Context: an optimization exercise on an open-source flow, tuned for small area. The choices shown serve that exercise and are no tape-out recipe. In this exercise RTL edits were held to simulation tests only and were not proved equivalent to the original. Power and IR drop assume default switching activity.

==> v32 <==
Design volume_meter, start of the top module:
module volume_meter(
    input clk,
    input rst,
    input en_20k,
    input en_5hz,
    input sw4,
    input btnC,
    input [9:0] wave,
    output [15:0] led,
    output [9:0] threshold,
    output [9:0] interval
    );
    volume_indicator vi(
        .clk(clk), .rst(rst), .en_20k(en_20k), .en_5Hz(en_5hz),
        .sw4(sw4), .btnC(btnC), .wave(wave),
        .LED(led), .base(threshold), .interval(interval)
    );
endmodule
==> flow/config.mk <==
export PLATFORM = sky130hd
export DESIGN_NAME = volume_meter
export DESIGN_NICKNAME = volume_meter
export VERILOG_FILES = /design/flow/design.v
export SDC_FILE = /design/flow/constraint.sdc
export NUM_CORES = 4
export LEC_CHECK = 0
export ABC_AREA = 1
export CAP_MARGIN = 20
export CORE_MARGIN = 2
export CORE_UTILIZATION = 40
export CTS_BUF_LIST = sky130_fd_sc_hd__clkbuf_8
export GPL_TIMING_DRIVEN = 0
export SLEW_MARGIN = 20
==> flow/constraint.sdc <==
create_clock -name core_clock -period 150.0 [get_ports {clk}]
set_input_delay 30.0000 -clock core_clock [delete_from_list [all_inputs] [get_ports {clk}]]
set_output_delay 30.0000 -clock core_clock [all_outputs]
set_load 0.01 [all_outputs]
standard.sh (not shown) runs the stock make flow with config.mk's settings and CLKGATE_MAP_FILE= SYNTH_SCRIPT=/design/flow/synth_recipe.tcl, a recipe that flattens the netlist after the stock synthesis.
==> flow/flow/run.sh <==
#!/bin/bash
# Standard layout, except that the combinational logic of the standard
# synthesis netlist is re-mapped with an area-oriented ABC script before
# floorplanning (flow/remap.tcl, flow/remap.abc), and the make variables in
# flow/extra_args (one per line) are added to the layout steps.
# Flip-flops (instances, names, cell types) are kept as synthesis made them.
set -euo pipefail
W=$PWD
R=$W/orfs/results/$FLOW_PLATFORM/volume_meter/base
bash standard.sh synth > $W/synth.log 2>&1
cp $R/1_2_yosys.v $W/standard_1_2_yosys.v
REMAP_LIB=$FLOW_HOME/platforms/$FLOW_PLATFORM/lib/sky130_fd_sc_hd__tt_025C_1v80.lib \
REMAP_IN=$W/standard_1_2_yosys.v REMAP_OUT=$W/remap_1_2_yosys.v \
REMAP_SCRIPT=$W/flow/remap.abc REMAP_TOP=$FLOW_TOP \
  yosys -c $W/flow/remap.tcl > $W/remap.log 2>&1
cp $W/remap_1_2_yosys.v $R/1_2_yosys.v
rm -f $R/1_synth.odb $R/1_synth.sdc
extra=()
if [[ -f $W/flow/extra_args ]]; then
  while IFS= read -r line; do [[ -n $line ]] && extra+=("$line"); done < $W/flow/extra_args
fi
bash standard.sh "${extra[@]}" finish > $W/layout.log 2>&1
==> flow/flow/extra_args <==
BUFFER_PORTS_ARGS=-buffer_cell sky130_fd_sc_hd__buf_1
CTS_ARGS=-sink_clustering_enable -repair_clock_nets -buf_list sky130_fd_sc_hd__clkbuf_8 -dont_use_dummy_load
==> flow/flow/remap.abc <==
strash; ifraig; balance -l; resub -K 6 -l; rewrite -l; resub -K 6 -N 2 -l; refactor -l; resub -K 8 -l; balance -l; resub -K 8 -N 2 -l; rewrite -l; resub -K 10 -l; rewrite -z -l; resub -K 10 -N 2 -l; balance -l; resub -K 12 -l; refactor -z -l; resub -K 12 -N 2 -l; rewrite -z -l; balance -l; balance -l; resub -K 6 -l; rewrite -l; resub -K 6 -N 2 -l; refactor -l; resub -K 8 -l; balance -l; resub -K 8 -N 2 -l; rewrite -l; resub -K 10 -l; rewrite -z -l; resub -K 10 -N 2 -l; balance -l; resub -K 12 -l; refactor -z -l; resub -K 12 -N 2 -l; rewrite -z -l; balance -l; balance -l; resub -K 6 -l; rewrite -l; resub -K 6 -N 2 -l; refactor -l; resub -K 8 -l; balance -l; resub -K 8 -N 2 -l; rewrite -l; resub -K 10 -l; rewrite -z -l; resub -K 10 -N 2 -l; balance -l; resub -K 12 -l; refactor -z -l; resub -K 12 -N 2 -l; rewrite -z -l; balance -l; balance -l; resub -K 6 -l; rewrite -l; resub -K 6 -N 2 -l; refactor -l; resub -K 8 -l; balance -l; resub -K 8 -N 2 -l; rewrite -l; resub -K 10 -l; rewrite -z -l; resub -K 10 -N 2 -l; balance -l; resub -K 12 -l; refactor -z -l; resub -K 12 -N 2 -l; rewrite -z -l; balance -l; dch; amap -m -F 2 -A 4; topo
Other scripts of this flow, unchanged in this note and not shown: flow/flow/remap.tcl
==> v26 (differences from v32) <==
==> flow/flow/remap.abc (replaced) <==
strash; ifraig; balance -l; resub -K 6 -l; rewrite -l; resub -K 6 -N 2 -l; refactor -l; resub -K 8 -l; balance -l; resub -K 8 -N 2 -l; rewrite -l; resub -K 10 -l; rewrite -z -l; resub -K 10 -N 2 -l; balance -l; resub -K 12 -l; refactor -z -l; resub -K 12 -N 2 -l; rewrite -z -l; balance -l; balance -l; resub -K 6 -l; rewrite -l; resub -K 6 -N 2 -l; refactor -l; resub -K 8 -l; balance -l; resub -K 8 -N 2 -l; rewrite -l; resub -K 10 -l; rewrite -z -l; resub -K 10 -N 2 -l; balance -l; resub -K 12 -l; refactor -z -l; resub -K 12 -N 2 -l; rewrite -z -l; balance -l; balance -l; resub -K 6 -l; rewrite -l; resub -K 6 -N 2 -l; refactor -l; resub -K 8 -l; balance -l; resub -K 8 -N 2 -l; rewrite -l; resub -K 10 -l; rewrite -z -l; resub -K 10 -N 2 -l; balance -l; resub -K 12 -l; refactor -z -l; resub -K 12 -N 2 -l; rewrite -z -l; balance -l; balance -l; resub -K 6 -l; rewrite -l; resub -K 6 -N 2 -l; refactor -l; resub -K 8 -l; balance -l; resub -K 8 -N 2 -l; rewrite -l; resub -K 10 -l; rewrite -z -l; resub -K 10 -N 2 -l; balance -l; resub -K 12 -l; refactor -z -l; resub -K 12 -N 2 -l; rewrite -z -l; balance -l; &get -n; &deepsyn -T 60; &put; balance -l; resub -K 6 -l; rewrite -l; resub -K 6 -N 2 -l; refactor -l; resub -K 8 -l; balance -l; resub -K 8 -N 2 -l; rewrite -l; resub -K 10 -l; rewrite -z -l; resub -K 10 -N 2 -l; balance -l; resub -K 12 -l; refactor -z -l; resub -K 12 -N 2 -l; rewrite -z -l; balance -l; &get -n; &deepsyn -T 60; &put; balance -l; resub -K 6 -l; rewrite -l; resub -K 6 -N 2 -l; refactor -l; resub -K 8 -l; balance -l; resub -K 8 -N 2 -l; rewrite -l; resub -K 10 -l; rewrite -z -l; resub -K 10 -N 2 -l; balance -l; resub -K 12 -l; refactor -z -l; resub -K 12 -N 2 -l; rewrite -z -l; balance -l; dch; amap -m -F 2 -A 4; topo
==> v30 (differences from v32) <==
==> flow/flow/extra_args (replaced) <==
BUFFER_PORTS_ARGS=-buffer_cell sky130_fd_sc_hd__buf_1
CTS_ARGS=-sink_clustering_enable -repair_clock_nets -buf_list sky130_fd_sc_hd__clkbuf_8 -dont_use_dummy_load -sink_buffer_max_cap_derate 1.0 -sink_clustering_size 50 -sink_clustering_max_diameter 400
==> flow/flow/remap.abc (replaced) <==
strash; ifraig; dc2; dch -f; amap -m; topo
==> comparison table <==
quantity	v30	v32	v26
Global routing met3 resource utilization	3.750%	3.428%	2.899%
GR Util All Layers	23.31%	23.43%	22.98%
FF-to-FF setup slack	119.30 ns	122.87 ns	120.79 ns
Routed via count	9924	9208	8899
Critical-path cell with the highest stage delay	sky130_fd_sc_hd__o221ai_1	sky130_fd_sc_hd__a21oi_1	sky130_fd_sc_hd__o21ai_0
Placed insts	1761	1572	1553
Grt met2 use	40.02%	41.79%	39.65%
Die footprint	22400 µm²	21050 µm²	20600 µm²
Cell count after synthesis	1431	1254	1237
Cell depth of the worst flop-to-flop path	160	143	150
Number of filler cells placed in the layout	2283	2140	2131
Comb pwr	0.0560 mW	0.159 mW	0.0345 mW
Post-layout nets	1515	1334	1315
Final weighted congestion of routability-driven global placement	0.8689	0.8260	0.8495
Crit path required time	150.23 ns	150.27 ns	150.21 ns
Post-Route WL	26.04 mm	24.70 mm	23.47 mm
Initial core utilization	40.50%	40.79%	40.41%
Number of antenna violations at the first check in global routing	0	1	0
Met1 routed wirelength after detailed routing	12.12 mm	11.18 mm	10.91 mm
Number of standard cells in the final layout excluding fillers	1772	1581	1562
Critical Path Sink	vi.level[0]	vi.level[1]	vi.level[1]
Total net switching power	0.04640 mW	0.1142 mW	0.03267 mW
Run status	no timing/DRC/antenna violations	no timing/DRC/antenna violations	no timing/DRC/antenna violations
Logic depth of the worst path, buffers included	69	67	75

[separate check: timing with driven ports]
Ports are ideal in the flow. The routed layouts listed here were re-timed in OpenROAD. Step 1: set_driving_cell puts a clkbuf_16 on clk and a buf_2 on each other input, an assumption about the parent block. Step 2 times the ports against the registers' clock, not the clock port: input delays grow and output delays shrink by t, the midpoint of the rising clock arrivals with the driver on. Three values: ideal, step 1, step 2; two values: the first two.
run | t, ns | setup WS [ns] | clock arrival spread, ns | worst slew at a driven data input, ns
v32 | 0.427 | 107.570 / 107.566 / 107.138 | 0.029 / 0.029 | 0.04
v26 | 0.405 | 107.080 / 107.091 / 106.686 | 0.035 / 0.034 | 0.05
v30 | 0.436 | 109.203 / 109.206 / 108.770 | 0.034 / 0.034 | 0.05
After both steps setup and hold are still met in every run listed. The setup slack of v30, which loses most, moves by +0.003 ns with the drivers and by -0.433 ns with both steps.
